Background: an optimization exercise with open tools, aiming at small area and a short achievable clock period. Do not read the settings as production practice. The RTL was checked by simulation tests, not by an equivalence proof against the original design. No activity file was given, so power comes from the tool's default toggle rates.

$ cat design/flow/config.mk
export PLATFORM = sky130hd
export DESIGN_NAME = mac5
export DESIGN_NICKNAME = mac5
export VERILOG_FILES = /design/flow/design.v
export SDC_FILE = /design/flow/constraint.sdc
export NUM_CORES = 4
export LEC_CHECK = 0
export ABC_CLOCK_PERIOD_IN_PS = 1000
export CAP_MARGIN = 20
export CORE_MARGIN = 2
export CORE_UTILIZATION = 40
export SETUP_SLACK_MARGIN = 4.5
export SLEW_MARGIN = 20
export SYNTH_HIERARCHICAL = 1
export SYNTH_MINIMUM_KEEP_SIZE = 0
$ cat design/flow/constraint.sdc
create_clock -name core_clock -period 7.0 [get_ports {clk}]
set_input_delay 1.4000 -clock core_clock [delete_from_list [all_inputs] [get_ports {clk}]]
set_output_delay 1.4000 -clock core_clock [all_outputs]
set_load 0.01 [all_outputs]
$ cat design/flow/design.v
module mac5 #(parameter WIDTH=32)
   (input logic [(WIDTH/2)-1:0] a,
    input logic [(WIDTH/2)-1:0] b,
    input logic               clk, reset,
    output logic [WIDTH-1:0]  out);
   logic [15:0] ra;
   logic [7:0] bneg, bone, btwo;
   logic rb15;
   wire [16:0] bx = {b, 1'b0};
   logic f;
   logic q2_0_0;
   logic q2_1_0;
   logic q2_2_0;
   logic q2_3_0;
   logic q2_3_1;
   logic q2_3_2;
   logic q2_4_0;
   logic q2_4_1;
   logic q2_5_0;
   logic q2_5_1;
   logic q2_6_0;
   logic q2_6_1;
   logic q2_7_0;
   logic q2_7_1;
   logic q2_8_0;
   logic q2_8_1;
   logic q2_9_0;
   logic q2_9_1;
   logic q2_10_0;
   logic q2_10_1;
   logic q2_11_0;
   logic q2_11_1;
   logic q2_11_2;
   logic q2_11_3;
   logic q2_12_0;
   logic q2_12_1;
   logic q2_12_2;
   logic q2_13_0;
   logic q2_13_1;
   logic q2_13_2;
   logic q2_14_0;
   logic q2_14_1;
   logic q2_14_2;
   logic q2_15_0;
   logic q2_15_1;
   logic q2_15_2;
   logic q2_16_0;
   logic q2_16_1;
   logic q2_16_2;
   logic q2_16_3;
   logic q2_17_0;
   logic q2_17_1;
   logic q2_17_2;
   logic q2_17_3;
   logic q2_18_0;
   logic q2_18_1;
   logic q2_18_2;
   logic q2_18_3;
   logic q2_19_0;
   logic q2_19_1;
   logic q2_19_2;
   logic q2_19_3;
   logic q2_20_0;
   logic q2_20_1;
   logic q2_20_2;
   logic q2_20_3;
   logic q2_21_0;
   logic q2_21_1;
   logic q2_21_2;
   logic q2_21_3;
   logic q2_22_0;
   logic q2_22_1;
   logic q2_23_0;
   logic q2_23_1;
   logic q2_23_2;
   logic q2_24_0;
   logic q2_24_1;
   logic q2_24_2;
   logic q2_25_0;
   logic q2_25_1;
   logic q2_25_2;
   logic q2_26_0;
   logic q2_26_1;
   logic q2_26_2;
   logic q2_27_0;
   logic q2_27_1;
   logic q2_27_2;
   logic q2_28_0;
   logic q2_29_0;
   logic q2_29_1;
   logic q2_30_0;
   logic q2_30_1;
   logic q2_31_0;
   logic q2_31_1;
   wire p1 = ~(((bone[0] & ra[0])) ^ bneg[0]);
   wire p2 = ~(((bone[0] & ra[1]) | (btwo[0] & ra[0])) ^ bneg[0]);
   wire p3 = ~(((bone[0] & ra[2]) | (btwo[0] & ra[1])) ^ bneg[0]);
   wire p4 = ~(((bone[0] & ra[3]) | (btwo[0] & ra[2])) ^ bneg[0]);
   wire p5 = ~(((bone[0] & ra[4]) | (btwo[0] & ra[3])) ^ bneg[0]);
   wire p6 = ~(((bone[0] & ra[5]) | (btwo[0] & ra[4])) ^ bneg[0]);
   wire p7 = ~(((bone[0] & ra[6]) | (btwo[0] & ra[5])) ^ bneg[0]);
   wire p8 = ~(((bone[0] & ra[7]) | (btwo[0] & ra[6])) ^ bneg[0]);
   wire p9 = ~(((bone[0] & ra[8]) | (btwo[0] & ra[7])) ^ bneg[0]);
   wire p10 = ~(((bone[0] & ra[9]) | (btwo[0] & ra[8])) ^ bneg[0]);
   wire p11 = ~(((bone[0] & ra[10]) | (btwo[0] & ra[9])) ^ bneg[0]);
   wire p12 = ~(((bone[0] & ra[11]) | (btwo[0] & ra[10])) ^ bneg[0]);
   wire p13 = ~(((bone[0] & ra[12]) | (btwo[0] & ra[11])) ^ bneg[0]);
   wire p14 = ~(((bone[0] & ra[13]) | (btwo[0] & ra[12])) ^ bneg[0]);
   wire p15 = ~(((bone[0] & ra[14]) | (btwo[0] & ra[13])) ^ bneg[0]);
   wire p16 = ~(((bone[0] & ra[15]) | (btwo[0] & ra[14])) ^ bneg[0]);
   wire p17 = ~(((btwo[0] & ra[15])) ^ bneg[0]);
   wire p18 = ~bneg[0];
   wire p19 = bneg[0];
   wire p20 = ~(((bone[1] & ra[0])) ^ bneg[1]);
   wire p21 = ~(((bone[1] & ra[1]) | (btwo[1] & ra[0])) ^ bneg[1]);
   wire p22 = ~(((bone[1] & ra[2]) | (btwo[1] & ra[1])) ^ bneg[1]);
   wire p23 = ~(((bone[1] & ra[3]) | (btwo[1] & ra[2])) ^ bneg[1]);
   wire p24 = ~(((bone[1] & ra[4]) | (btwo[1] & ra[3])) ^ bneg[1]);
   wire p25 = ~(((bone[1] & ra[5]) | (btwo[1] & ra[4])) ^ bneg[1]);
   wire p26 = ~(((bone[1] & ra[6]) | (btwo[1] & ra[5])) ^ bneg[1]);
   wire p27 = ~(((bone[1] & ra[7]) | (btwo[1] & ra[6])) ^ bneg[1]);
   wire p28 = ~(((bone[1] & ra[8]) | (btwo[1] & ra[7])) ^ bneg[1]);
   wire p29 = ~(((bone[1] & ra[9]) | (btwo[1] & ra[8])) ^ bneg[1]);
   wire p30 = ~(((bone[1] & ra[10]) | (btwo[1] & ra[9])) ^ bneg[1]);
   wire p31 = ~(((bone[1] & ra[11]) | (btwo[1] & ra[10])) ^ bneg[1]);
   wire p32 = ~(((bone[1] & ra[12]) | (btwo[1] & ra[11])) ^ bneg[1]);
   wire p33 = ~(((bone[1] & ra[13]) | (btwo[1] & ra[12])) ^ bneg[1]);
   wire p34 = ~(((bone[1] & ra[14]) | (btwo[1] & ra[13])) ^ bneg[1]);
   wire p35 = ~(((bone[1] & ra[15]) | (btwo[1] & ra[14])) ^ bneg[1]);
   wire p36 = ~(((btwo[1] & ra[15])) ^ bneg[1]);
   wire p37 = ~bneg[1];
   wire p38 = bneg[1];
   wire p39 = ~(((bone[2] & ra[0])) ^ bneg[2]);
   wire p40 = ~(((bone[2] & ra[1]) | (btwo[2] & ra[0])) ^ bneg[2]);
   wire p41 = ~(((bone[2] & ra[2]) | (btwo[2] & ra[1])) ^ bneg[2]);
   wire p42 = ~(((bone[2] & ra[3]) | (btwo[2] & ra[2])) ^ bneg[2]);
   wire p43 = ~(((bone[2] & ra[4]) | (btwo[2] & ra[3])) ^ bneg[2]);
   wire p44 = ~(((bone[2] & ra[5]) | (btwo[2] & ra[4])) ^ bneg[2]);
   wire p45 = ~(((bone[2] & ra[6]) | (btwo[2] & ra[5])) ^ bneg[2]);
   wire p46 = ~(((bone[2] & ra[7]) | (btwo[2] & ra[6])) ^ bneg[2]);
   wire p47 = ~(((bone[2] & ra[8]) | (btwo[2] & ra[7])) ^ bneg[2]);
   wire p48 = ~(((bone[2] & ra[9]) | (btwo[2] & ra[8])) ^ bneg[2]);
   wire p49 = ~(((bone[2] & ra[10]) | (btwo[2] & ra[9])) ^ bneg[2]);
   wire p50 = ~(((bone[2] & ra[11]) | (btwo[2] & ra[10])) ^ bneg[2]);
   wire p51 = ~(((bone[2] & ra[12]) | (btwo[2] & ra[11])) ^ bneg[2]);
   wire p52 = ~(((bone[2] & ra[13]) | (btwo[2] & ra[12])) ^ bneg[2]);
   wire p53 = ~(((bone[2] & ra[14]) | (btwo[2] & ra[13])) ^ bneg[2]);
   wire p54 = ~(((bone[2] & ra[15]) | (btwo[2] & ra[14])) ^ bneg[2]);
   wire p55 = ~(((btwo[2] & ra[15])) ^ bneg[2]);
   wire p56 = ~bneg[2];
   wire p57 = bneg[2];
   wire p58 = ~(((bone[3] & ra[0])) ^ bneg[3]);
   wire p59 = ~(((bone[3] & ra[1]) | (btwo[3] & ra[0])) ^ bneg[3]);
   wire p60 = ~(((bone[3] & ra[2]) | (btwo[3] & ra[1])) ^ bneg[3]);
   wire p61 = ~(((bone[3] & ra[3]) | (btwo[3] & ra[2])) ^ bneg[3]);
   wire p62 = ~(((bone[3] & ra[4]) | (btwo[3] & ra[3])) ^ bneg[3]);
   wire p63 = ~(((bone[3] & ra[5]) | (btwo[3] & ra[4])) ^ bneg[3]);
   wire p64 = ~(((bone[3] & ra[6]) | (btwo[3] & ra[5])) ^ bneg[3]);
   wire p65 = ~(((bone[3] & ra[7]) | (btwo[3] & ra[6])) ^ bneg[3]);
   wire p66 = ~(((bone[3] & ra[8]) | (btwo[3] & ra[7])) ^ bneg[3]);
   wire p67 = ~(((bone[3] & ra[9]) | (btwo[3] & ra[8])) ^ bneg[3]);
   wire p68 = ~(((bone[3] & ra[10]) | (btwo[3] & ra[9])) ^ bneg[3]);
   wire p69 = ~(((bone[3] & ra[11]) | (btwo[3] & ra[10])) ^ bneg[3]);
   wire p70 = ~(((bone[3] & ra[12]) | (btwo[3] & ra[11])) ^ bneg[3]);
   wire p71 = ~(((bone[3] & ra[13]) | (btwo[3] & ra[12])) ^ bneg[3]);
   wire p72 = ~(((bone[3] & ra[14]) | (btwo[3] & ra[13])) ^ bneg[3]);
   wire p73 = ~(((bone[3] & ra[15]) | (btwo[3] & ra[14])) ^ bneg[3]);
   wire p74 = ~(((btwo[3] & ra[15])) ^ bneg[3]);
   wire p75 = ~bneg[3];
   wire p76 = bneg[3];
   wire p77 = ~(((bone[4] & ra[0])) ^ bneg[4]);
   wire p78 = ~(((bone[4] & ra[1]) | (btwo[4] & ra[0])) ^ bneg[4]);
   wire p79 = ~(((bone[4] & ra[2]) | (btwo[4] & ra[1])) ^ bneg[4]);
   wire p80 = ~(((bone[4] & ra[3]) | (btwo[4] & ra[2])) ^ bneg[4]);
   wire p81 = ~(((bone[4] & ra[4]) | (btwo[4] & ra[3])) ^ bneg[4]);
   wire p82 = ~(((bone[4] & ra[5]) | (btwo[4] & ra[4])) ^ bneg[4]);
   wire p83 = ~(((bone[4] & ra[6]) | (btwo[4] & ra[5])) ^ bneg[4]);
   wire p84 = ~(((bone[4] & ra[7]) | (btwo[4] & ra[6])) ^ bneg[4]);
   wire p85 = ~(((bone[4] & ra[8]) | (btwo[4] & ra[7])) ^ bneg[4]);
   wire p86 = ~(((bone[4] & ra[9]) | (btwo[4] & ra[8])) ^ bneg[4]);
   wire p87 = ~(((bone[4] & ra[10]) | (btwo[4] & ra[9])) ^ bneg[4]);
   wire p88 = ~(((bone[4] & ra[11]) | (btwo[4] & ra[10])) ^ bneg[4]);
   wire p89 = ~(((bone[4] & ra[12]) | (btwo[4] & ra[11])) ^ bneg[4]);
   wire p90 = ~(((bone[4] & ra[13]) | (btwo[4] & ra[12])) ^ bneg[4]);
   wire p91 = ~(((bone[4] & ra[14]) | (btwo[4] & ra[13])) ^ bneg[4]);
   wire p92 = ~(((bone[4] & ra[15]) | (btwo[4] & ra[14])) ^ bneg[4]);
   wire p93 = ~(((btwo[4] & ra[15])) ^ bneg[4]);
   wire p94 = ~bneg[4];
   wire p95 = bneg[4];
   wire p96 = ~(((bone[5] & ra[0])) ^ bneg[5]);
   wire p97 = ~(((bone[5] & ra[1]) | (btwo[5] & ra[0])) ^ bneg[5]);
   wire p98 = ~(((bone[5] & ra[2]) | (btwo[5] & ra[1])) ^ bneg[5]);
   wire p99 = ~(((bone[5] & ra[3]) | (btwo[5] & ra[2])) ^ bneg[5]);
   wire p100 = ~(((bone[5] & ra[4]) | (btwo[5] & ra[3])) ^ bneg[5]);
   wire p101 = ~(((bone[5] & ra[5]) | (btwo[5] & ra[4])) ^ bneg[5]);
   wire p102 = ~(((bone[5] & ra[6]) | (btwo[5] & ra[5])) ^ bneg[5]);
   wire p103 = ~(((bone[5] & ra[7]) | (btwo[5] & ra[6])) ^ bneg[5]);
   wire p104 = ~(((bone[5] & ra[8]) | (btwo[5] & ra[7])) ^ bneg[5]);
   wire p105 = ~(((bone[5] & ra[9]) | (btwo[5] & ra[8])) ^ bneg[5]);
   wire p106 = ~(((bone[5] & ra[10]) | (btwo[5] & ra[9])) ^ bneg[5]);
   wire p107 = ~(((bone[5] & ra[11]) | (btwo[5] & ra[10])) ^ bneg[5]);
   wire p108 = ~(((bone[5] & ra[12]) | (btwo[5] & ra[11])) ^ bneg[5]);
   wire p109 = ~(((bone[5] & ra[13]) | (btwo[5] & ra[12])) ^ bneg[5]);
   wire p110 = ~(((bone[5] & ra[14]) | (btwo[5] & ra[13])) ^ bneg[5]);
   wire p111 = ~(((bone[5] & ra[15]) | (btwo[5] & ra[14])) ^ bneg[5]);
   wire p112 = ~(((btwo[5] & ra[15])) ^ bneg[5]);
   wire p113 = ~bneg[5];
   wire p114 = bneg[5];
   wire p115 = ~(((bone[6] & ra[0])) ^ bneg[6]);
   wire p116 = ~(((bone[6] & ra[1]) | (btwo[6] & ra[0])) ^ bneg[6]);
   wire p117 = ~(((bone[6] & ra[2]) | (btwo[6] & ra[1])) ^ bneg[6]);
   wire p118 = ~(((bone[6] & ra[3]) | (btwo[6] & ra[2])) ^ bneg[6]);
   wire p119 = ~(((bone[6] & ra[4]) | (btwo[6] & ra[3])) ^ bneg[6]);
   wire p120 = ~(((bone[6] & ra[5]) | (btwo[6] & ra[4])) ^ bneg[6]);
   wire p121 = ~(((bone[6] & ra[6]) | (btwo[6] & ra[5])) ^ bneg[6]);
   wire p122 = ~(((bone[6] & ra[7]) | (btwo[6] & ra[6])) ^ bneg[6]);
   wire p123 = ~(((bone[6] & ra[8]) | (btwo[6] & ra[7])) ^ bneg[6]);
   wire p124 = ~(((bone[6] & ra[9]) | (btwo[6] & ra[8])) ^ bneg[6]);
   wire p125 = ~(((bone[6] & ra[10]) | (btwo[6] & ra[9])) ^ bneg[6]);
   wire p126 = ~(((bone[6] & ra[11]) | (btwo[6] & ra[10])) ^ bneg[6]);
   wire p127 = ~(((bone[6] & ra[12]) | (btwo[6] & ra[11])) ^ bneg[6]);
   wire p128 = ~(((bone[6] & ra[13]) | (btwo[6] & ra[12])) ^ bneg[6]);
   wire p129 = ~(((bone[6] & ra[14]) | (btwo[6] & ra[13])) ^ bneg[6]);
   wire p130 = ~(((bone[6] & ra[15]) | (btwo[6] & ra[14])) ^ bneg[6]);
   wire p131 = ~(((btwo[6] & ra[15])) ^ bneg[6]);
   wire p132 = ~bneg[6];
   wire p133 = bneg[6];
   wire p134 = ~(((bone[7] & ra[0])) ^ bneg[7]);
   wire p135 = ~(((bone[7] & ra[1]) | (btwo[7] & ra[0])) ^ bneg[7]);
   wire p136 = ~(((bone[7] & ra[2]) | (btwo[7] & ra[1])) ^ bneg[7]);
   wire p137 = ~(((bone[7] & ra[3]) | (btwo[7] & ra[2])) ^ bneg[7]);
   wire p138 = ~(((bone[7] & ra[4]) | (btwo[7] & ra[3])) ^ bneg[7]);
   wire p139 = ~(((bone[7] & ra[5]) | (btwo[7] & ra[4])) ^ bneg[7]);
   wire p140 = ~(((bone[7] & ra[6]) | (btwo[7] & ra[5])) ^ bneg[7]);
   wire p141 = ~(((bone[7] & ra[7]) | (btwo[7] & ra[6])) ^ bneg[7]);
   wire p142 = ~(((bone[7] & ra[8]) | (btwo[7] & ra[7])) ^ bneg[7]);
   wire p143 = ~(((bone[7] & ra[9]) | (btwo[7] & ra[8])) ^ bneg[7]);
   wire p144 = ~(((bone[7] & ra[10]) | (btwo[7] & ra[9])) ^ bneg[7]);
   wire p145 = ~(((bone[7] & ra[11]) | (btwo[7] & ra[10])) ^ bneg[7]);
   wire p146 = ~(((bone[7] & ra[12]) | (btwo[7] & ra[11])) ^ bneg[7]);
   wire p147 = ~(((bone[7] & ra[13]) | (btwo[7] & ra[12])) ^ bneg[7]);
   wire p148 = ~(((bone[7] & ra[14]) | (btwo[7] & ra[13])) ^ bneg[7]);
   wire p149 = ~(((bone[7] & ra[15]) | (btwo[7] & ra[14])) ^ bneg[7]);
   wire p150 = ~(((btwo[7] & ra[15])) ^ bneg[7]);
   wire p151 = ~bneg[7];
   wire p152 = bneg[7];
   wire p153 = ~(ra[0] & rb15);
   wire p154 = ~(ra[1] & rb15);
   wire p155 = ~(ra[2] & rb15);
   wire p156 = ~(ra[3] & rb15);
   wire p157 = ~(ra[4] & rb15);
   wire p158 = ~(ra[5] & rb15);
   wire p159 = ~(ra[6] & rb15);
   wire p160 = ~(ra[7] & rb15);
   wire p161 = ~(ra[8] & rb15);
   wire p162 = ~(ra[9] & rb15);
   wire p163 = ~(ra[10] & rb15);
   wire p164 = ~(ra[11] & rb15);
   wire p165 = ~(ra[12] & rb15);
   wire p166 = ~(ra[13] & rb15);
   wire p167 = ~(ra[14] & rb15);
   wire p168 = ~(ra[15] & rb15);
   wire p169 = ~(out[0] & f);
   wire p170 = ~(out[1] & f);
   wire p171 = ~(out[2] & f);
   wire p172 = ~(out[3] & f);
   wire p173 = ~(out[4] & f);
   wire p174 = ~(out[5] & f);
   wire p175 = ~(out[6] & f);
   wire p176 = ~(out[7] & f);
   wire p177 = ~(out[8] & f);
   wire p178 = ~(out[9] & f);
   wire p179 = ~(out[10] & f);
   wire p180 = ~(out[11] & f);
   wire p181 = ~(out[12] & f);
   wire p182 = ~(out[13] & f);
   wire p183 = ~(out[14] & f);
   wire p184 = ~(out[15] & f);
   wire p185 = ~(out[16] & f);
   wire p186 = ~(out[17] & f);
   wire p187 = ~(out[18] & f);
   wire p188 = ~(out[19] & f);
   wire p189 = ~(out[20] & f);
   wire p190 = ~(out[21] & f);
   wire p191 = ~(out[22] & f);
   wire p192 = ~(out[23] & f);
   wire p193 = ~(out[24] & f);
   wire p194 = ~(out[25] & f);
   wire p195 = ~(out[26] & f);
   wire p196 = ~(out[27] & f);
   wire p197 = ~(out[28] & f);
   wire p198 = ~(out[29] & f);
   wire p199 = ~(out[30] & f);
   wire p200 = ~(out[31] & f);
   wire p201 = ~p19;
   wire p202 = ~p36;
   wire p203 = ~p55;
   wire p204 = ~p74;
   wire p205 = ~p93;
   wire p206 = ~p112;
   wire p207 = ~p131;
   wire p208 = ~p150;
   wire s209, c210;
   mac5_fa u_s209 (.a(p18), .b(p169), .c(p1), .s(s209), .co(c210));
   wire s211, c212;
   mac5_fa u_s211 (.a(p37), .b(p171), .c(p3), .s(s211), .co(c212));
   wire s213, c214;
   mac5_fa u_s213 (.a(p172), .b(p4), .c(p21), .s(s213), .co(c214));
   wire s215, c216;
   mac5_fa u_s215 (.a(p56), .b(p173), .c(p5), .s(s215), .co(c216));
   wire s217, c218;
   mac5_fa u_s217 (.a(p174), .b(p6), .c(p23), .s(s217), .co(c218));
   wire s219, c220;
   mac5_fa u_s219 (.a(p75), .b(p175), .c(p7), .s(s219), .co(c220));
   wire s221, c222;
   mac5_fa u_s221 (.a(p24), .b(p41), .c(p58), .s(s221), .co(c222));
   wire s223, c224;
   mac5_fa u_s223 (.a(p176), .b(p8), .c(p25), .s(s223), .co(c224));
   wire s225, c226;
   mac5_fa u_s225 (.a(p94), .b(p177), .c(p9), .s(s225), .co(c226));
   wire s227, c228;
   mac5_fa u_s227 (.a(p26), .b(p43), .c(p60), .s(s227), .co(c228));
   wire s229, c230;
   mac5_fa u_s229 (.a(p178), .b(p10), .c(p27), .s(s229), .co(c230));
   wire s231, c232;
   mac5_fa u_s231 (.a(p44), .b(p61), .c(p78), .s(s231), .co(c232));
   wire s233, c234;
   mac5_fa u_s233 (.a(p113), .b(p179), .c(p11), .s(s233), .co(c234));
   wire s235, c236;
   mac5_fa u_s235 (.a(p28), .b(p45), .c(p62), .s(s235), .co(c236));
   wire s237, c238;
   mac5_fa u_s237 (.a(p180), .b(p12), .c(p29), .s(s237), .co(c238));
   wire s239, c240;
   mac5_fa u_s239 (.a(p46), .b(p63), .c(p80), .s(s239), .co(c240));
   wire s241, c242;
   mac5_fa u_s241 (.a(p132), .b(p181), .c(p13), .s(s241), .co(c242));
   wire s243, c244;
   mac5_fa u_s243 (.a(p30), .b(p47), .c(p64), .s(s243), .co(c244));
   wire s245, c246;
   mac5_fa u_s245 (.a(p81), .b(p98), .c(p115), .s(s245), .co(c246));
   wire s247, c248;
   mac5_fa u_s247 (.a(p182), .b(p14), .c(p31), .s(s247), .co(c248));
   wire s249, c250;
   mac5_fa u_s249 (.a(p48), .b(p65), .c(p82), .s(s249), .co(c250));
   wire s251, c252;
   mac5_fa u_s251 (.a(p151), .b(p183), .c(p15), .s(s251), .co(c252));
   wire s253, c254;
   mac5_fa u_s253 (.a(p32), .b(p49), .c(p66), .s(s253), .co(c254));
   wire s255, c256;
   mac5_fa u_s255 (.a(p83), .b(p100), .c(p117), .s(s255), .co(c256));
   wire s257, c258;
   mac5_fa u_s257 (.a(p184), .b(p16), .c(p33), .s(s257), .co(c258));
   wire s259, c260;
   mac5_fa u_s259 (.a(p50), .b(p67), .c(p84), .s(s259), .co(c260));
   wire s261, c262;
   mac5_fa u_s261 (.a(p101), .b(p118), .c(p135), .s(s261), .co(c262));
   wire s263, c264;
   mac5_fa u_s263 (.a(p153), .b(p185), .c(p17), .s(s263), .co(c264));
   wire s265, c266;
   mac5_fa u_s265 (.a(p34), .b(p51), .c(p68), .s(s265), .co(c266));
   wire s267, c268;
   mac5_fa u_s267 (.a(p85), .b(p102), .c(p119), .s(s267), .co(c268));
   wire s269, c270;
   mac5_fa u_s269 (.a(p201), .b(p154), .c(p186), .s(s269), .co(c270));
   wire s271, c272;
   mac5_fa u_s271 (.a(p35), .b(p52), .c(p69), .s(s271), .co(c272));
   wire s273, c274;
   mac5_fa u_s273 (.a(p86), .b(p103), .c(p120), .s(s273), .co(c274));
   wire s275, c276;
   mac5_fa u_s275 (.a(p155), .b(p187), .c(p19), .s(s275), .co(c276));
   wire s277, c278;
   mac5_fa u_s277 (.a(p202), .b(p53), .c(p70), .s(s277), .co(c278));
   wire s279, c280;
   mac5_fa u_s279 (.a(p87), .b(p104), .c(p121), .s(s279), .co(c280));
   wire s281, c282;
   mac5_fa u_s281 (.a(p38), .b(p156), .c(p188), .s(s281), .co(c282));
   wire s283, c284;
   mac5_fa u_s283 (.a(p54), .b(p71), .c(p88), .s(s283), .co(c284));
   wire s285, c286;
   mac5_fa u_s285 (.a(p105), .b(p122), .c(p139), .s(s285), .co(c286));
   wire s287, c288;
   mac5_fa u_s287 (.a(p157), .b(p189), .c(p203), .s(s287), .co(c288));
   wire s289, c290;
   mac5_fa u_s289 (.a(p72), .b(p89), .c(p106), .s(s289), .co(c290));
   wire s291, c292;
   mac5_fa u_s291 (.a(p57), .b(p158), .c(p190), .s(s291), .co(c292));
   wire s293, c294;
   mac5_fa u_s293 (.a(p73), .b(p90), .c(p107), .s(s293), .co(c294));
   wire s295, c296;
   mac5_fa u_s295 (.a(p124), .b(p141), .c(p55), .s(s295), .co(c296));
   wire s297, c298;
   mac5_fa u_s297 (.a(p159), .b(p191), .c(p204), .s(s297), .co(c298));
   wire s299, c300;
   mac5_fa u_s299 (.a(p91), .b(p108), .c(p125), .s(s299), .co(c300));
   wire s301, c302;
   mac5_fa u_s301 (.a(p76), .b(p160), .c(p192), .s(s301), .co(c302));
   wire s303, c304;
   mac5_fa u_s303 (.a(p92), .b(p109), .c(p126), .s(s303), .co(c304));
   wire s305, c306;
   mac5_fa u_s305 (.a(p161), .b(p193), .c(p205), .s(s305), .co(c306));
   wire s307, c308;
   mac5_fa u_s307 (.a(p110), .b(p127), .c(p144), .s(s307), .co(c308));
   wire s309, c310;
   mac5_fa u_s309 (.a(p95), .b(p162), .c(p194), .s(s309), .co(c310));
   wire s311, c312;
   mac5_fa u_s311 (.a(p111), .b(p128), .c(p145), .s(s311), .co(c312));
   wire s313, c314;
   mac5_fa u_s313 (.a(p163), .b(p195), .c(p206), .s(s313), .co(c314));
   wire s315, c316;
   mac5_fa u_s315 (.a(p114), .b(p164), .c(p196), .s(s315), .co(c316));
   wire s317, c318;
   mac5_fa u_s317 (.a(p130), .b(p147), .c(p112), .s(s317), .co(c318));
   wire s319, c320;
   mac5_fa u_s319 (.a(p165), .b(p197), .c(p207), .s(s319), .co(c320));
   wire s321, c322;
   mac5_fa u_s321 (.a(p133), .b(p166), .c(p198), .s(s321), .co(c322));
   wire s323, c324;
   mac5_fa u_s323 (.a(p167), .b(p199), .c(p208), .s(s323), .co(c324));
   wire s325, c326;
   mac5_fa u_s325 (.a(p152), .b(p168), .c(p200), .s(s325), .co(c326));
   wire s327, c328;
   mac5_fa u_s327 (.a(p170), .b(p2), .c(c210), .s(s327), .co(c328));
   wire s329, c330;
   mac5_fa u_s329 (.a(p22), .b(p39), .c(c214), .s(s329), .co(c330));
   wire s331, c332;
   mac5_fa u_s331 (.a(p40), .b(c216), .c(s217), .s(s331), .co(c332));
   wire s333, c334;
   mac5_fa u_s333 (.a(c218), .b(s219), .c(s221), .s(s333), .co(c334));
   wire s335, c336;
   mac5_fa u_s335 (.a(p42), .b(p59), .c(c220), .s(s335), .co(c336));
   wire s337, c338;
   mac5_fa u_s337 (.a(p77), .b(c224), .c(s225), .s(s337), .co(c338));
   wire s339, c340;
   mac5_fa u_s339 (.a(c226), .b(c228), .c(s229), .s(s339), .co(c340));
   wire s341, c342;
   mac5_fa u_s341 (.a(p79), .b(p96), .c(c230), .s(s341), .co(c342));
   wire s343, c344;
   mac5_fa u_s343 (.a(c232), .b(s233), .c(s235), .s(s343), .co(c344));
   wire s345, c346;
   mac5_fa u_s345 (.a(p97), .b(c234), .c(c236), .s(s345), .co(c346));
   wire s347, c348;
   mac5_fa u_s347 (.a(c238), .b(c240), .c(s241), .s(s347), .co(c348));
   wire s349, c350;
   mac5_fa u_s349 (.a(p99), .b(p116), .c(c242), .s(s349), .co(c350));
   wire s351, c352;
   mac5_fa u_s351 (.a(c244), .b(c246), .c(s247), .s(s351), .co(c352));
   wire s353, c354;
   mac5_fa u_s353 (.a(p134), .b(c248), .c(c250), .s(s353), .co(c354));
   wire s355, c356;
   mac5_fa u_s355 (.a(s251), .b(s253), .c(s255), .s(s355), .co(c356));
   wire s357, c358;
   mac5_fa u_s357 (.a(c252), .b(c254), .c(c256), .s(s357), .co(c358));
   wire s359, c360;
   mac5_fa u_s359 (.a(s257), .b(s259), .c(s261), .s(s359), .co(c360));
   wire s361, c362;
   mac5_fa u_s361 (.a(p136), .b(c258), .c(c260), .s(s361), .co(c362));
   wire s363, c364;
   mac5_fa u_s363 (.a(c262), .b(s263), .c(s265), .s(s363), .co(c364));
   wire s365, c366;
   mac5_fa u_s365 (.a(p137), .b(s269), .c(c264), .s(s365), .co(c366));
   wire s367, c368;
   mac5_fa u_s367 (.a(c266), .b(c268), .c(s271), .s(s367), .co(c368));
   wire s369, c370;
   mac5_fa u_s369 (.a(c270), .b(p138), .c(s275), .s(s369), .co(c370));
   wire s371, c372;
   mac5_fa u_s371 (.a(c272), .b(c274), .c(s277), .s(s371), .co(c372));
   wire s373, c374;
   mac5_fa u_s373 (.a(c276), .b(p36), .c(s281), .s(s373), .co(c374));
   wire s375, c376;
   mac5_fa u_s375 (.a(c278), .b(c280), .c(s283), .s(s375), .co(c376));
   wire s377, c378;
   mac5_fa u_s377 (.a(c282), .b(p123), .c(p140), .s(s377), .co(c378));
   wire s379, c380;
   mac5_fa u_s379 (.a(c284), .b(c286), .c(s287), .s(s379), .co(c380));
   wire s381, c382;
   mac5_fa u_s381 (.a(s291), .b(c288), .c(c290), .s(s381), .co(c382));
   wire s383, c384;
   mac5_fa u_s383 (.a(c292), .b(p142), .c(c294), .s(s383), .co(c384));
   wire s385, c386;
   mac5_fa u_s385 (.a(c296), .b(s297), .c(s299), .s(s385), .co(c386));
   wire s387, c388;
   mac5_fa u_s387 (.a(p143), .b(p74), .c(s301), .s(s387), .co(c388));
   wire s389, c390;
   mac5_fa u_s389 (.a(c298), .b(c300), .c(s303), .s(s389), .co(c390));
   wire s391, c392;
   mac5_fa u_s391 (.a(c302), .b(c304), .c(s305), .s(s391), .co(c392));
   wire s393, c394;
   mac5_fa u_s393 (.a(p93), .b(s309), .c(c306), .s(s393), .co(c394));
   wire s395, c396;
   mac5_fa u_s395 (.a(c310), .b(p129), .c(p146), .s(s395), .co(c396));
   wire s397, c398;
   mac5_fa u_s397 (.a(s315), .b(c314), .c(s317), .s(s397), .co(c398));
   wire s399, c400;
   mac5_fa u_s399 (.a(c316), .b(p148), .c(c318), .s(s399), .co(c400));
   wire s401, c402;
   mac5_fa u_s401 (.a(p149), .b(p131), .c(s321), .s(s401), .co(c402));
   wire s403, c404;
   mac5_fa u_s403 (.a(p150), .b(s325), .c(c324), .s(s403), .co(c404));
   wire s405, c406;
   mac5_fa u_s405 (.a(p20), .b(s211), .c(c328), .s(s405), .co(c406));
   wire s407, c408;
   mac5_fa u_s407 (.a(c222), .b(s223), .c(s335), .s(s407), .co(c408));
   wire s409, c410;
   mac5_fa u_s409 (.a(s227), .b(c336), .c(s337), .s(s409), .co(c410));
   wire s411, c412;
   mac5_fa u_s411 (.a(s231), .b(c338), .c(s339), .s(s411), .co(c412));
   wire s413, c414;
   mac5_fa u_s413 (.a(s341), .b(c340), .c(s343), .s(s413), .co(c414));
   wire s415, c416;
   mac5_fa u_s415 (.a(s237), .b(s239), .c(c342), .s(s415), .co(c416));
   wire s417, c418;
   mac5_fa u_s417 (.a(s243), .b(s245), .c(c346), .s(s417), .co(c418));
   wire s419, c420;
   mac5_fa u_s419 (.a(s249), .b(s349), .c(c348), .s(s419), .co(c420));
   wire s421, c422;
   mac5_fa u_s421 (.a(c350), .b(s353), .c(c352), .s(s421), .co(c422));
   wire s423, c424;
   mac5_fa u_s423 (.a(c354), .b(s357), .c(c356), .s(s423), .co(c424));
   wire s425, c426;
   mac5_fa u_s425 (.a(s267), .b(c358), .c(s361), .s(s425), .co(c426));
   wire s427, c428;
   mac5_fa u_s427 (.a(s273), .b(c362), .c(s365), .s(s427), .co(c428));
   wire s429, c430;
   mac5_fa u_s429 (.a(s279), .b(s369), .c(c366), .s(s429), .co(c430));
   wire s431, c432;
   mac5_fa u_s431 (.a(c370), .b(s285), .c(s373), .s(s431), .co(c432));
   wire s433, c434;
   mac5_fa u_s433 (.a(c374), .b(s377), .c(s289), .s(s433), .co(c434));
   wire s435, c436;
   mac5_fa u_s435 (.a(c378), .b(s293), .c(s295), .s(s435), .co(c436));
   wire s437, c438;
   mac5_fa u_s437 (.a(c382), .b(s383), .c(s385), .s(s437), .co(c438));
   wire s439, c440;
   mac5_fa u_s439 (.a(s387), .b(c384), .c(c386), .s(s439), .co(c440));
   wire s441, c442;
   mac5_fa u_s441 (.a(c388), .b(s307), .c(c390), .s(s441), .co(c442));
   wire s443, c444;
   mac5_fa u_s443 (.a(c308), .b(s311), .c(s393), .s(s443), .co(c444));
   wire s445, c446;
   mac5_fa u_s445 (.a(c312), .b(s395), .c(s313), .s(s445), .co(c446));
   wire s447, c448;
   mac5_fa u_s447 (.a(s319), .b(s399), .c(c398), .s(s447), .co(c448));
   wire s449, c450;
   mac5_fa u_s449 (.a(c320), .b(s401), .c(c400), .s(s449), .co(c450));
   wire s451, c452;
   mac5_fa u_s451 (.a(c322), .b(c402), .c(s323), .s(s451), .co(c452));
   wire s453, c454;
   mac5_fa u_s453 (.a(1'b1), .b(q2_11_0), .c(q2_11_1), .s(s453), .co(c454));
   wire s455, c456;
   mac5_fa u_s455 (.a(1'b1), .b(q2_12_0), .c(q2_12_1), .s(s455), .co(c456));
   wire s457, c458;
   mac5_fa u_s457 (.a(1'b1), .b(q2_13_0), .c(q2_13_1), .s(s457), .co(c458));
   wire s459, c460;
   mac5_fa u_s459 (.a(1'b1), .b(q2_14_0), .c(q2_14_1), .s(s459), .co(c460));
   wire s461, c462;
   mac5_fa u_s461 (.a(1'b1), .b(q2_15_0), .c(q2_15_1), .s(s461), .co(c462));
   wire s463, c464;
   mac5_fa u_s463 (.a(q2_16_0), .b(q2_16_1), .c(q2_16_2), .s(s463), .co(c464));
   wire s465, c466;
   mac5_fa u_s465 (.a(q2_17_0), .b(q2_17_1), .c(q2_17_2), .s(s465), .co(c466));
   wire s467, c468;
   mac5_fa u_s467 (.a(q2_18_0), .b(q2_18_1), .c(q2_18_2), .s(s467), .co(c468));
   wire s469, c470;
   mac5_fa u_s469 (.a(q2_19_0), .b(q2_19_1), .c(q2_19_2), .s(s469), .co(c470));
   wire s471, c472;
   mac5_fa u_s471 (.a(q2_20_0), .b(q2_20_1), .c(q2_20_2), .s(s471), .co(c472));
   wire s473, c474;
   mac5_fa u_s473 (.a(q2_21_0), .b(q2_21_1), .c(q2_21_2), .s(s473), .co(c474));
   wire s475, c476;
   mac5_fa u_s475 (.a(1'b1), .b(q2_3_0), .c(q2_3_1), .s(s475), .co(c476));
   wire s477, c478;
   mac5_fa u_s477 (.a(1'b1), .b(q2_4_0), .c(q2_4_1), .s(s477), .co(c478));
   wire s479, c480;
   mac5_fa u_s479 (.a(1'b1), .b(q2_5_0), .c(q2_5_1), .s(s479), .co(c480));
   wire s481, c482;
   mac5_fa u_s481 (.a(1'b1), .b(q2_6_0), .c(q2_6_1), .s(s481), .co(c482));
   wire s483, c484;
   mac5_fa u_s483 (.a(1'b1), .b(q2_7_0), .c(q2_7_1), .s(s483), .co(c484));
   wire s485, c486;
   mac5_fa u_s485 (.a(1'b1), .b(q2_8_0), .c(q2_8_1), .s(s485), .co(c486));
   wire s487, c488;
   mac5_fa u_s487 (.a(1'b1), .b(q2_9_0), .c(q2_9_1), .s(s487), .co(c488));
   wire s489, c490;
   mac5_fa u_s489 (.a(1'b1), .b(q2_10_0), .c(q2_10_1), .s(s489), .co(c490));
   wire s491, c492;
   mac5_fa u_s491 (.a(q2_11_2), .b(q2_11_3), .c(s453), .s(s491), .co(c492));
   wire s493, c494;
   mac5_fa u_s493 (.a(q2_12_2), .b(c454), .c(s455), .s(s493), .co(c494));
   wire s495, c496;
   mac5_fa u_s495 (.a(q2_13_2), .b(c456), .c(s457), .s(s495), .co(c496));
   wire s497, c498;
   mac5_fa u_s497 (.a(q2_14_2), .b(c458), .c(s459), .s(s497), .co(c498));
   wire s499, c500;
   mac5_fa u_s499 (.a(q2_15_2), .b(c460), .c(s461), .s(s499), .co(c500));
   wire s501, c502;
   mac5_fa u_s501 (.a(q2_16_3), .b(c462), .c(s463), .s(s501), .co(c502));
   wire s503, c504;
   mac5_fa u_s503 (.a(q2_17_3), .b(c464), .c(s465), .s(s503), .co(c504));
   wire s505, c506;
   mac5_fa u_s505 (.a(q2_18_3), .b(c466), .c(s467), .s(s505), .co(c506));
   wire s507, c508;
   mac5_fa u_s507 (.a(q2_19_3), .b(c468), .c(s469), .s(s507), .co(c508));
   wire s509, c510;
   mac5_fa u_s509 (.a(q2_20_3), .b(c470), .c(s471), .s(s509), .co(c510));
   wire s511, c512;
   mac5_fa u_s511 (.a(q2_21_3), .b(c472), .c(s473), .s(s511), .co(c512));
   wire s513, c514;
   mac5_fa u_s513 (.a(q2_22_0), .b(q2_22_1), .c(c474), .s(s513), .co(c514));
   wire s515, c516;
   mac5_fa u_s515 (.a(q2_23_0), .b(q2_23_1), .c(q2_23_2), .s(s515), .co(c516));
   wire s517, c518;
   mac5_fa u_s517 (.a(q2_24_0), .b(q2_24_1), .c(q2_24_2), .s(s517), .co(c518));
   wire s519, c520;
   mac5_fa u_s519 (.a(q2_25_0), .b(q2_25_1), .c(q2_25_2), .s(s519), .co(c520));
   wire s521, c522;
   mac5_fa u_s521 (.a(q2_26_0), .b(q2_26_1), .c(q2_26_2), .s(s521), .co(c522));
   wire s523, c524;
   mac5_fa u_s523 (.a(q2_27_0), .b(q2_27_1), .c(q2_27_2), .s(s523), .co(c524));
   wire [31:0] sx = {q2_31_0, q2_30_0, q2_29_0, q2_28_0, s523, s521, s519, s517, s515, s513, s511, s509, s507, s505, s503, s501, s499, s497, s495, s493, s491, s489, s487, s485, s483, s481, s479, s477, s475, q2_2_0, q2_1_0, q2_0_0};
   wire [31:0] sy = {q2_31_1, q2_30_1, q2_29_1, c524, c522, c520, c518, c516, c514, c512, c510, c508, c506, c504, c502, c500, c498, c496, c494, c492, c490, c488, c486, c484, c482, c480, c478, c476, q2_3_2, 1'b1, 1'b1, 1'b1};
   wire [31:0] sp = sx ^ sy, sg = sx & sy;
   wire lG1 = sg[0] | (sp[0] & 1'b1);
   wire lG2 = sg[2] | (sp[2] & sg[1]);
   wire lP2 = sp[2] & sp[1];
   wire lG3 = sg[4] | (sp[4] & sg[3]);
   wire lP3 = sp[4] & sp[3];
   wire lG4 = sg[6] | (sp[6] & sg[5]);
   wire lP4 = sp[6] & sp[5];
   wire lG5 = sg[1] | (sp[1] & lG1);
   wire lG6 = lG2 | (lP2 & lG1);
   wire lG7 = sg[5] | (sp[5] & lG3);
   wire lP7 = sp[5] & lP3;
   wire lG8 = lG4 | (lP4 & lG3);
   wire lP8 = lP4 & lP3;
   wire lG9 = sg[3] | (sp[3] & lG6);
   wire lG10 = lG3 | (lP3 & lG6);
   wire lG11 = lG7 | (lP7 & lG6);
   wire lG12 = lG8 | (lP8 & lG6);
   wire lG13 = sg[7] | (sp[7] & lG12);
   logic q3_lo0;
   logic q3_lo1;
   logic q3_lo2;
   logic q3_lo3;
   logic q3_lo4;
   logic q3_lo5;
   logic q3_lo6;
   logic q3_lo7;
   logic q3_ck;
   logic [31:8] q3_p, q3_g;
   wire hG1 = q3_g[8] | (q3_p[8] & q3_ck);
   wire hG2 = q3_g[10] | (q3_p[10] & q3_g[9]);
   wire hP2 = q3_p[10] & q3_p[9];
   wire hG3 = q3_g[12] | (q3_p[12] & q3_g[11]);
   wire hP3 = q3_p[12] & q3_p[11];
   wire hG4 = q3_g[14] | (q3_p[14] & q3_g[13]);
   wire hP4 = q3_p[14] & q3_p[13];
   wire hG5 = q3_g[16] | (q3_p[16] & q3_g[15]);
   wire hP5 = q3_p[16] & q3_p[15];
   wire hG6 = q3_g[18] | (q3_p[18] & q3_g[17]);
   wire hP6 = q3_p[18] & q3_p[17];
   wire hG7 = q3_g[20] | (q3_p[20] & q3_g[19]);
   wire hP7 = q3_p[20] & q3_p[19];
   wire hG8 = q3_g[22] | (q3_p[22] & q3_g[21]);
   wire hP8 = q3_p[22] & q3_p[21];
   wire hG9 = q3_g[24] | (q3_p[24] & q3_g[23]);
   wire hP9 = q3_p[24] & q3_p[23];
   wire hG10 = q3_g[26] | (q3_p[26] & q3_g[25]);
   wire hP10 = q3_p[26] & q3_p[25];
   wire hG11 = q3_g[28] | (q3_p[28] & q3_g[27]);
   wire hP11 = q3_p[28] & q3_p[27];
   wire hG12 = q3_g[30] | (q3_p[30] & q3_g[29]);
   wire hP12 = q3_p[30] & q3_p[29];
   wire hG13 = q3_g[9] | (q3_p[9] & hG1);
   wire hG14 = hG2 | (hP2 & hG1);
   wire hG15 = q3_g[13] | (q3_p[13] & hG3);
   wire hP15 = q3_p[13] & hP3;
   wire hG16 = hG4 | (hP4 & hG3);
   wire hP16 = hP4 & hP3;
   wire hG17 = q3_g[17] | (q3_p[17] & hG5);
   wire hP17 = q3_p[17] & hP5;
   wire hG18 = hG6 | (hP6 & hG5);
   wire hP18 = hP6 & hP5;
   wire hG19 = q3_g[21] | (q3_p[21] & hG7);
   wire hP19 = q3_p[21] & hP7;
   wire hG20 = hG8 | (hP8 & hG7);
   wire hP20 = hP8 & hP7;
   wire hG21 = q3_g[25] | (q3_p[25] & hG9);
   wire hP21 = q3_p[25] & hP9;
   wire hG22 = hG10 | (hP10 & hG9);
   wire hP22 = hP10 & hP9;
   wire hG23 = q3_g[29] | (q3_p[29] & hG11);
   wire hP23 = q3_p[29] & hP11;
   wire hG24 = hG12 | (hP12 & hG11);
   wire hP24 = hP12 & hP11;
   wire hG25 = q3_g[11] | (q3_p[11] & hG14);
   wire hG26 = hG3 | (hP3 & hG14);
   wire hG27 = hG15 | (hP15 & hG14);
   wire hG28 = hG16 | (hP16 & hG14);
   wire hG29 = q3_g[19] | (q3_p[19] & hG18);
   wire hP29 = q3_p[19] & hP18;
   wire hG30 = hG7 | (hP7 & hG18);
   wire hP30 = hP7 & hP18;
   wire hG31 = hG19 | (hP19 & hG18);
   wire hP31 = hP19 & hP18;
   wire hG32 = hG20 | (hP20 & hG18);
   wire hP32 = hP20 & hP18;
   wire hG33 = q3_g[27] | (q3_p[27] & hG22);
   wire hP33 = q3_p[27] & hP22;
   wire hG34 = hG11 | (hP11 & hG22);
   wire hP34 = hP11 & hP22;
   wire hG35 = hG23 | (hP23 & hG22);
   wire hP35 = hP23 & hP22;
   wire hG36 = hG24 | (hP24 & hG22);
   wire hP36 = hP24 & hP22;
   wire hG37 = q3_g[15] | (q3_p[15] & hG28);
   wire hG38 = hG5 | (hP5 & hG28);
   wire hG39 = hG17 | (hP17 & hG28);
   wire hG40 = hG18 | (hP18 & hG28);
   wire hG41 = hG29 | (hP29 & hG28);
   wire hG42 = hG30 | (hP30 & hG28);
   wire hG43 = hG31 | (hP31 & hG28);
   wire hG44 = hG32 | (hP32 & hG28);
   wire hG45 = q3_g[31] | (q3_p[31] & hG36);
   wire hP45 = q3_p[31] & hP36;
   wire hG46 = q3_g[23] | (q3_p[23] & hG44);
   wire hG47 = hG9 | (hP9 & hG44);
   wire hG48 = hG21 | (hP21 & hG44);
   wire hG49 = hG22 | (hP22 & hG44);
   wire hG50 = hG33 | (hP33 & hG44);
   wire hG51 = hG34 | (hP34 & hG44);
   wire hG52 = hG35 | (hP35 & hG44);
   wire hG53 = hG36 | (hP36 & hG44);
   wire hG54 = hG45 | (hP45 & hG44);
   wire [31:0] nsum = {~(q3_p[31] ^ hG53), ~(q3_p[30] ^ hG52), ~(q3_p[29] ^ hG51), ~(q3_p[28] ^ hG50), ~(q3_p[27] ^ hG49), ~(q3_p[26] ^ hG48), ~(q3_p[25] ^ hG47), ~(q3_p[24] ^ hG46), ~(q3_p[23] ^ hG44), ~(q3_p[22] ^ hG43), ~(q3_p[21] ^ hG42), ~(q3_p[20] ^ hG41), ~(q3_p[19] ^ hG40), ~(q3_p[18] ^ hG39), ~(q3_p[17] ^ hG38), ~(q3_p[16] ^ hG37), ~(q3_p[15] ^ hG28), ~(q3_p[14] ^ hG27), ~(q3_p[13] ^ hG26), ~(q3_p[12] ^ hG25), ~(q3_p[11] ^ hG14), ~(q3_p[10] ^ hG13), ~(q3_p[9] ^ hG1), ~(q3_p[8] ^ q3_ck), q3_lo7, q3_lo6, q3_lo5, q3_lo4, q3_lo3, q3_lo2, q3_lo1, q3_lo0};
   always @(posedge clk) begin
      q3_lo0 <= ~(sp[0] ^ 1'b1);
      q3_lo1 <= ~(sp[1] ^ lG1);
      q3_lo2 <= ~(sp[2] ^ lG5);
      q3_lo3 <= ~(sp[3] ^ lG6);
      q3_lo4 <= ~(sp[4] ^ lG9);
      q3_lo5 <= ~(sp[5] ^ lG10);
      q3_lo6 <= ~(sp[6] ^ lG11);
      q3_lo7 <= ~(sp[7] ^ lG12);
      q3_ck <= lG13;
      q3_p <= sp[31:8];
      q3_g <= sg[31:8];
   end
   always @(posedge clk or negedge reset)
     if (!reset) f <= 1'b0;
     else f <= 1'b1;
   always @(posedge clk) begin
      ra <= a;
      bneg[0] <= bx[2];
      bone[0] <= bx[1] ^ bx[0];
      btwo[0] <= (bx[2] & ~bx[1] & ~bx[0]) | (~bx[2] & bx[1] & bx[0]);
      bneg[1] <= bx[4];
      bone[1] <= bx[3] ^ bx[2];
      btwo[1] <= (bx[4] & ~bx[3] & ~bx[2]) | (~bx[4] & bx[3] & bx[2]);
      bneg[2] <= bx[6];
      bone[2] <= bx[5] ^ bx[4];
      btwo[2] <= (bx[6] & ~bx[5] & ~bx[4]) | (~bx[6] & bx[5] & bx[4]);
      bneg[3] <= bx[8];
      bone[3] <= bx[7] ^ bx[6];
      btwo[3] <= (bx[8] & ~bx[7] & ~bx[6]) | (~bx[8] & bx[7] & bx[6]);
      bneg[4] <= bx[10];
      bone[4] <= bx[9] ^ bx[8];
      btwo[4] <= (bx[10] & ~bx[9] & ~bx[8]) | (~bx[10] & bx[9] & bx[8]);
      bneg[5] <= bx[12];
      bone[5] <= bx[11] ^ bx[10];
      btwo[5] <= (bx[12] & ~bx[11] & ~bx[10]) | (~bx[12] & bx[11] & bx[10]);
      bneg[6] <= bx[14];
      bone[6] <= bx[13] ^ bx[12];
      btwo[6] <= (bx[14] & ~bx[13] & ~bx[12]) | (~bx[14] & bx[13] & bx[12]);
      bneg[7] <= bx[16];
      bone[7] <= bx[15] ^ bx[14];
      btwo[7] <= (bx[16] & ~bx[15] & ~bx[14]) | (~bx[16] & bx[15] & bx[14]);
      rb15 <= b[15];
      q2_0_0 <= s209;
      q2_1_0 <= s327;
      q2_2_0 <= s405;
      q2_3_0 <= c212;
      q2_3_1 <= s213;
      q2_3_2 <= c406;
      q2_4_0 <= s215;
      q2_4_1 <= s329;
      q2_5_0 <= c330;
      q2_5_1 <= s331;
      q2_6_0 <= c332;
      q2_6_1 <= s333;
      q2_7_0 <= s407;
      q2_7_1 <= c334;
      q2_8_0 <= s409;
      q2_8_1 <= c408;
      q2_9_0 <= s411;
      q2_9_1 <= c410;
      q2_10_0 <= s413;
      q2_10_1 <= c412;
      q2_11_0 <= s415;
      q2_11_1 <= s345;
      q2_11_2 <= c344;
      q2_11_3 <= c414;
      q2_12_0 <= s417;
      q2_12_1 <= s347;
      q2_12_2 <= c416;
      q2_13_0 <= s419;
      q2_13_1 <= s351;
      q2_13_2 <= c418;
      q2_14_0 <= s421;
      q2_14_1 <= s355;
      q2_14_2 <= c420;
      q2_15_0 <= s423;
      q2_15_1 <= s359;
      q2_15_2 <= c422;
      q2_16_0 <= s425;
      q2_16_1 <= c360;
      q2_16_2 <= s363;
      q2_16_3 <= c424;
      q2_17_0 <= s427;
      q2_17_1 <= c364;
      q2_17_2 <= s367;
      q2_17_3 <= c426;
      q2_18_0 <= s429;
      q2_18_1 <= c368;
      q2_18_2 <= s371;
      q2_18_3 <= c428;
      q2_19_0 <= s431;
      q2_19_1 <= c372;
      q2_19_2 <= s375;
      q2_19_3 <= c430;
      q2_20_0 <= s433;
      q2_20_1 <= c376;
      q2_20_2 <= s379;
      q2_20_3 <= c432;
      q2_21_0 <= s435;
      q2_21_1 <= s381;
      q2_21_2 <= c380;
      q2_21_3 <= c434;
      q2_22_0 <= s437;
      q2_22_1 <= c436;
      q2_23_0 <= s439;
      q2_23_1 <= s389;
      q2_23_2 <= c438;
      q2_24_0 <= s441;
      q2_24_1 <= s391;
      q2_24_2 <= c440;
      q2_25_0 <= s443;
      q2_25_1 <= c392;
      q2_25_2 <= c442;
      q2_26_0 <= s445;
      q2_26_1 <= c394;
      q2_26_2 <= c444;
      q2_27_0 <= c396;
      q2_27_1 <= s397;
      q2_27_2 <= c446;
      q2_28_0 <= s447;
      q2_29_0 <= s449;
      q2_29_1 <= c448;
      q2_30_0 <= s451;
      q2_30_1 <= c450;
      q2_31_0 <= s403;
      q2_31_1 <= c452;
      out <= nsum;
   end
endmodule
module mac5_fa (input logic a, b, c, output logic s, co);
   assign s = a ^ b ^ c;
   assign co = (a & b) | (a & c) | (b & c);
endmodule
$ cat design/flow/flow/run.sh
#!/bin/bash
# Standard layout, with port buffers of a plain buffer cell, sizing not held to
# the cells' footprints, and a clock tree without dummy loads.
bash standard.sh MATCH_CELL_FOOTPRINT=0 \
  BUFFER_PORTS_ARGS="-buffer_cell sky130_fd_sc_hd__buf_2" \
  CTS_ARGS="-sink_clustering_enable -repair_clock_nets -dont_use_dummy_load -sink_clustering_size 30 -sink_clustering_max_diameter 60" \
  finish > standard.log 2>&1
$ cat design/flow/standard.sh
#!/bin/bash
# synth_recipe.tcl (not shown) runs the flow's synth.tcl, then flattens the netlist and writes it again
# the make line also repeats each setting of config.mk as NAME=value (left out here)
make -C /OpenROAD-flow-scripts/flow DESIGN_CONFIG=/design/flow/config.mk WORK_HOME=/design/flow/orfs CLKGATE_MAP_FILE= SYNTH_SCRIPT=/design/flow/synth_recipe.tcl "${@:-finish}"
==> flow_metrics.tcl, run 1 <==
set metrics [dict create \
    status "complete, no violations" \
    crit_required_ns 7.39 \
    crit_fanout 17 \
    initial_core_util_pct 40.30 \
    synth.avg_cell_area_um2 11.91 \
    fin_total_pwr_uw 5413 \
    cpMostUsedCell "fa_1" \
    routed_wl_um 25930 \
    syn_inst 966 \
    ys_types 47 \
    hold_viol_final 0 \
    drt_iter0_drc 502 \
    htree_num_levels 1 \
    detail-route-antenna-nets 0 \
    cp_top_family "adder cells" \
    core_um2 28550 \
    overflow 0 \
    synthTopCellsByCount "dfxtp_1 (212), fa_1 (159), xnor2_1 (143)" \
    dr_wl_met3_um 1772 \
    path_clk_slew_ns 0.07 \
    comb_power_share_pct 42.3 \
    grt_pass1_vias 7525 \
    p_leak_uw 0.004963 \
    drc 0 \
    antenna_found_initial 0 \
    period_minus_slack_ns 2.442 \
    start_kind "register" \
    synth-main-ff-cell "dfxtp_1" \
    area_growth_pct 11.35 \
    hold_path.class "register to register" \
    dp_hpwl_um 18390 \
    cts_tree "yes" \
    rsz0062_at_grt "true" \
    power.switching_uw 1975 \
    max_freq_ghz 0.4094 \
    worst_skew_pair.late_latency_ns 0.51 \
    power.density_nw_per_um2 422.5 \
    detail_route.wl_per_cell_um 18.76 \
    slew_violations 0 \
    place_congestion 0.8732 \
    synth_edf_count 0 \
    fin_crit_sh_pct 34.89 \
    firstDrtPassIters 8 \
    clock-sinks 213 \
    finalSetupTns_ns 0 \
    rows 62 \
    fp.dieH_um 173.6 \
    setup_viol 0 \
    drive_gt1_share_pct 15.13 \
    tightest_slew_ns 0.5753 \
    grt_use_total_pct 17.71 \
    dieArea_um2 30140 \
    cts_buffers 20 \
    cp_cell_sequence "a22oi_1 -> xnor2_1 -> fa_1 -> fa_1 -> fa_1" \
    worstPathArrival_ns 2.83 \
    io_buffers 65 \
    antenna-diode-count 0 \
    cts_root_buf "clkbuf_16" \
    slew_headroom_pct 61.39 \
    met2_wirelength_um 12180 \
    finish.net_count 1226 \
    fp.dieW_um 173.6 \
    seq_power_share_pct 40.7 \
    grt_pass1_wl_um 41630 \
    path_buf_inv 0 \
    ys_ff_latch 213 \
    critPathKind "register to register" \
    ys_seq_area_share_pct 37.11 \
    vias 7100 \
    syn_area_um2 11500 \
    p_sw_share_pct 36.49 \
    cts_max_path_buffers 3 \
    yosysMostFrequentCell "dfxtp_1" \
    internal_power_uw 3437 \
    cap_violations 0 \
    ir_worst_vdd_mv 0.2204 \
    clock_skew_ns 0.05891 \
    critPathMaxStageDelay_ns 0.56 \
    fin_hold_ws_ns 0.3055 \
    clkPwrFrac_pct 17.0 \
    viasPerCell 5.137 \
    yosys-top-cells-area "dfxtp_1 (37%), fa_1 (28%), xnor2_1 (11%)" \
    synth_largest_area_cell "dfxtp_1" \
    grt_max_degree 33 \
    synth_top_area_share_pct 36.89 \
    wl_met1_um 10870 \
    crit_slowest_cell "dfxtp_2" \
    ios 66 \
    highest_layer "met4" \
    endpoint_kind "register" \
    async_flop_share_pct 0.4695 \
    yosysWarningCount 7 \
]
## per-layer routing
layer | vias to the layer above | GRT usage [%]
met5 | - | 0
met4 | 0 | 6.793
met3 | 56 | 3.509
met2 | 247 | 28.70
met1 | 3575 | 23.56
li1 | 3222 | -
## layout make-up
class,instances,area [µm²]
clock buffers,20,500.5
fillers,2710,15740
inverters,29,128.9
multi-input cells,660,6885
flip-flops and latches,213,4388
well taps,384,480.5
repair buffers,76,427.9
## worst register-to-register path, stage by stage, from the launching register on
cell and delay [ns]:
dfxtp_2 0.56, a22oi_1 0.18, xnor2_1 0.18, fa_1 0.44, fa_1 0.56, fa_1 0.40
## per-stage QoR
| step | utilization (%) | cell area (µm²) | std cells | setup WS (ns) |
|---|---|---|---|---|
| after floorplan | - | 11600 | 979 | 4.500 |
| after global placement | 42.33 | 12080 | 1353 | 3.925 |
| after detailed placement | 42.33 | 12080 | 1353 | 3.848 |
| after CTS | 44.38 | 12670 | 1373 | 4.487 |
| after global routing | 44.88 | 12810 | 1382 | 4.495 |
| final | 44.88 | 12810 | 1382 | 4.558 |
## placed cells by master (no fill, tap or decap), types with 8 or more instances in the layout
| cell | n |
|---|---|
| buf_2 | 65 |
| conb_1 | 14 |
| a22oi_1 | 120 |
| nor2_1 | 14 |
| nand2_1 | 69 |
| fa_1 | 159 |
| a21oi_1 | 11 |
| o21ai_0 | 8 |
| dfxtp_1 | 175 |
| xnor2_1 | 143 |
| xor2_1 | 18 |
| nand2b_1 | 13 |
| inv_1 | 21 |
| dfxtp_2 | 8 |
| buf_4 | 9 |
| dfxtp_4 | 29 |
| ha_1 | 33 |
| inv_4 | 8 |
| clkbuf_16 | 20 |
## per-module statistics from Yosys (local to each module, per instance)
module / cell area [µm²] / flops+latches
mac5_fa: 20.02 / 0
mac5: 8342 / 213
## sequential cells by signal (all words and copies together) (netlist names), 8 cells and up
register  cells
btwo          8
q3_p         24
bone          8
ra           16
bneg          8
out          32
q3_g         23
## power by group through the flow
stage	registers, µW	logic, µW	clock network [µW]
global route	2270	2740	998
floorplan	2130	1670	0
finish	2200	2290	919
global placement	2230	2270	0
CTS	2220	2360	953
detailed placement	2240	2340	0
## cell families after synthesis
group | count (synthesis) | synth area share [%]
DFF | 213 | 37.11
adders and majority gates | 192 | 31.26
AOI/OAI and AO/OA | 166 | 10.60
xor gates and xnor gates | 161 | 12.26
and+or+nand+nor | 125 | 5.090
buffers and inverters | 106 | 3.469
muxes | 2 | 0.1849
other | 1 | 0.03260
## final timing paths
| check | cells past startpoint | end | slack, ns | start |
|---|---|---|---|---|
| setup / recovery | 5 | q2_10_0 | 4.56 | ra[3] |
| hold / removal | 0 | out[4] | 0.31 | q3_lo4 |
| setup reg to reg | 5 | q2_10_0 | 4.56 | ra[3] |
| hold reg to reg | 0 | out[4] | 0.31 | q3_lo4 |
| max in group asynchronous | 1 | f | 6.25 | reset |
| min in group asynchronous | 1 | f | 0.67 | reset |
## timing repair
action,in CTS,in global routing
endpoints found under the setup margin,56,16
gates resized for setup,58,28
hold buffers,0,0
buffers inserted,0,9
gates cloned,0,0
==> run 2, diff against run 1 <==
==> design/flow/flow/run.sh (replaced) <==
#!/bin/bash
# Standard layout, with port buffers of a plain buffer cell, sizing not held to
# the cells' footprints, and a clock tree without dummy loads.
bash standard.sh MATCH_CELL_FOOTPRINT=0 \
  BUFFER_PORTS_ARGS="-buffer_cell sky130_fd_sc_hd__buf_1" \
  CTS_ARGS="-sink_clustering_enable -repair_clock_nets -dont_use_dummy_load -sink_clustering_size 30 -sink_clustering_max_diameter 60" \
  finish > standard.log 2>&1
==> run 2 against run 1 <==
Net effect:
- still clean on timing, DRC and antenna
- clock skew is essentially flat
- combinational power is essentially flat
- clock power fell by 6.4%
- synthesized cell count unchanged
- sequential power hardly changed
- final cell count shrank 0.14%
- register-to-register slack is essentially flat
- critical endpoint is now q3_lo7
==> flow_metrics.tcl, run 2 <==
set metrics [dict create \
    status "complete, no violations" \
    pre_cts_ws_ns 3.848 \
    largest-register "out" \
    yosysMostFrequentCell "dfxtp_1" \
    min_path_cells 0 \
    fp.dieH_um 173.6 \
    setup_viol 0 \
    rsz0062_at_grt "true" \
    ys_seq_area_share_pct 37.11 \
    ys_types 47 \
    viasPerCell 5.138 \
    syn_inst 966 \
    wl_met1_um 10960 \
    met2_wirelength_um 12280 \
    area_growth_pct 10.71 \
    synth_top_area_share_pct 36.89 \
    finalSetupTns_ns 0 \
    clock-sinks 213 \
    fp.dieW_um 173.6 \
    ir_worst_vdd_mv 0.1907 \
    routed_wl_um 26110 \
    worst_skew_pair.late_latency_ns 0.51 \
    grt_max_degree 33 \
    ys_ff_latch 213 \
    finish.net_count 1224 \
    yosys-top-cells-area "dfxtp_1 (37%), fa_1 (28%), xnor2_1 (11%)" \
    synth-simple-area-share_pct 5.090 \
    detail-route-antenna-nets 0 \
    overflow 0 \
    clock_skew_ns 0.05923 \
    htree_num_levels 1 \
    cap_violations 0 \
    cts_max_path_buffers 3 \
    design_area_um2 12740 \
    period_minus_slack_ns 2.433 \
    dieArea_um2 30140 \
    final.fill_count 2764 \
    async_flop_share_pct 0.4695 \
    ios 66 \
    crit_required_ns 7.39 \
    cts_root_buf "clkbuf_16" \
    final_cells 1380 \
    final_common_cell "dfxtp_1" \
    synth_edf_count 0 \
    yosysWarningCount 7 \
    drive_gt1_share_pct 8.735 \
    layout_common_cells "dfxtp_1 (176), fa_1 (159), xnor2_1 (143)" \
    largestRegisters "out (32), q3_p (24), q3_g (23)" \
    hold_viol_final 0 \
    fin_crit_sh_pct 34.76 \
    p_leak_uw 0.004772 \
    grt_use_total_pct 17.88 \
    synth_top_family_by_area "adder cells" \
    synth-main-ff-cell "dfxtp_1" \
    power.density_nw_per_um2 423.0 \
    endpoint_kind "register" \
    tightest_slew_ns 0.6035 \
    vias 7091 \
    drc 0 \
    worstPathArrival_ns 2.82 \
    synth_xor_area_share_pct 12.26 \
    io_buffers 65 \
    drt_iter0_drc 575 \
    cts-hold-fix-buffers 0 \
    slew_headroom_pct 59.59 \
    max_freq_ghz 0.4109 \
    place_congestion 0.8760 \
    rows 62 \
    place_inst 1353 \
    firstDrtPassIters 6 \
    r2r_cells 9 \
    synth_mux_area_share_pct 0.1849 \
    core_um2 28550 \
    synthTopCellsByCount "dfxtp_1 (212), fa_1 (159), xnor2_1 (143)" \
    start_kind "register" \
    dr_wl_met3_um 1794 \
    cts_buffers 18 \
    synth_largest_area_cell "dfxtp_1" \
    synth_fa_ha_area_share_pct 31.26 \
    syn_area_um2 11500 \
    grt_pass1_wl_um 42030 \
    critPathKind "register to register" \
    placed_area_um2 12000 \
    grt_pass1_vias 7475 \
    reg2reg_slack_ns 4.57 \
    largest_register_ffs 32 \
    synth.avg_cell_area_um2 11.91 \
    cts_tree "yes" \
    slew_violations 0 \
    antenna_found_initial 0 \
    synth_compound_area_share_pct 10.60 \
    path_clk_slew_ns 0.07 \
    detail_route.wl_per_cell_um 18.92 \
    fin_hold_ws_ns 0.3256 \
    timing.final.ws_setup_ns 4.567 \
    crit_fanout 3 \
    dp_hpwl_um 18210 \
    highest_layer "met4" \
    initial_core_util_pct 40.30 \
    antenna-diode-count 0 \
    hold_path.class "register to register" \
]
run 2: cell counts after synthesis:
No cell type changed its count.
run 2: power breakdown:
part	switching [µW]	internal, µW
Clock	407	453
Combinational	1200	1120
Sequential	381	1830
Total	1990	3400
run 2: final cells by class:
cell class	count	area (µm²)	share of cell area [%]
Timing Repair Buffer	76	389.1	3.055
Multi-Input combinational cell	660	6904	54.20
Inverter	29	128.9	1.012
Clock buffer	18	450.4	3.536
Sequential cell	213	4384	34.42
Tap cell	384	480.5	3.772
run 2: cells by family after synthesis:
logic type / Yosys count
flops: 213
fa+ha+maj: 192
compound gates: 166
xor+xnor: 161
simple gates: 125
buf+inv: 106
mux: 2
other cells: 1
run 2: worst paths after layout:
kind,startpoint,endpoint
hold / removal,q3_lo5,out[5]
hold reg to reg,q3_lo5,out[5]
max in group asynchronous,reset,f
min in group asynchronous,reset,f
setup reg to reg,q2_3_0,q3_lo7
setup / recovery,q2_3_0,q3_lo7
run 2: worst max-delay path, cell delays in order (launching register included):
cell	delay [ns]
dfxtp_2	0.32
fa_1	0.56
inv_2	0.06
ha_4	0.21
o21a_1	0.20
o21a_1	0.22
o21ai_2	0.15
nand2b_1	0.09
fa_1	0.48
inv_1	0.03
run 2: routing by layer:
metal | global-route usage, % | vias up
met5 | 0 | -
met4 | 6.548 | 0
met3 | 3.004 | 51
met2 | 28.70 | 265
met1 | 24.50 | 3557
li1 | - | 3218
run 2: what timing repair did:
action	4_1_cts	5_1_grt
buffers inserted	0	9
endpoints found under the setup margin	56	24
resized for setup	53	36
pin swaps	0	4
gates cloned	0	0
run 2: Yosys stat by module, one instance, submodules excluded:
| module | times used | area (µm²) |
|---|---|---|
| mac5_fa | 158 | 20.02 |
| mac5 | 1 | 8342 |
run 2: through the flow:
| step | util [%] | total power [µW] |
|---|---|---|
| finish | 44.62 | 5388 |
| global route | 44.62 | 5993 |
| CTS | 43.87 | 5452 |
| detailed placement | 42.05 | 4550 |
| global placement | 42.05 | 4467 |
| floorplan | - | 3803 |

-- afterwards: timing with drivers on the ports --
Ports are ideal in the flow. The routed layouts listed here were re-timed in OpenROAD.
Step 1 assumes that a clkbuf_16 drives the clock port and a buf_2 every other input.
Step 2, shift: input delay + t, output delay - t, t = (earliest + latest rising clock arrival at the registers) / 2. This alone moves slack from input paths to output paths.
a / b / c = ideal / step 1 / step 2; a / b = the first two.
| run | t, ns | setup WS [ns] | slew at the worst register clock pin (ns) |
|---|---|---|---|
| run 1 | 0.533 | 4.558 / 4.528 / 4.558 | 0.08 / 0.08 |
| run 2 | 0.530 | 4.567 / 4.516 / 4.567 | 0.09 / 0.09 |
After both steps every run listed still meets setup and hold.
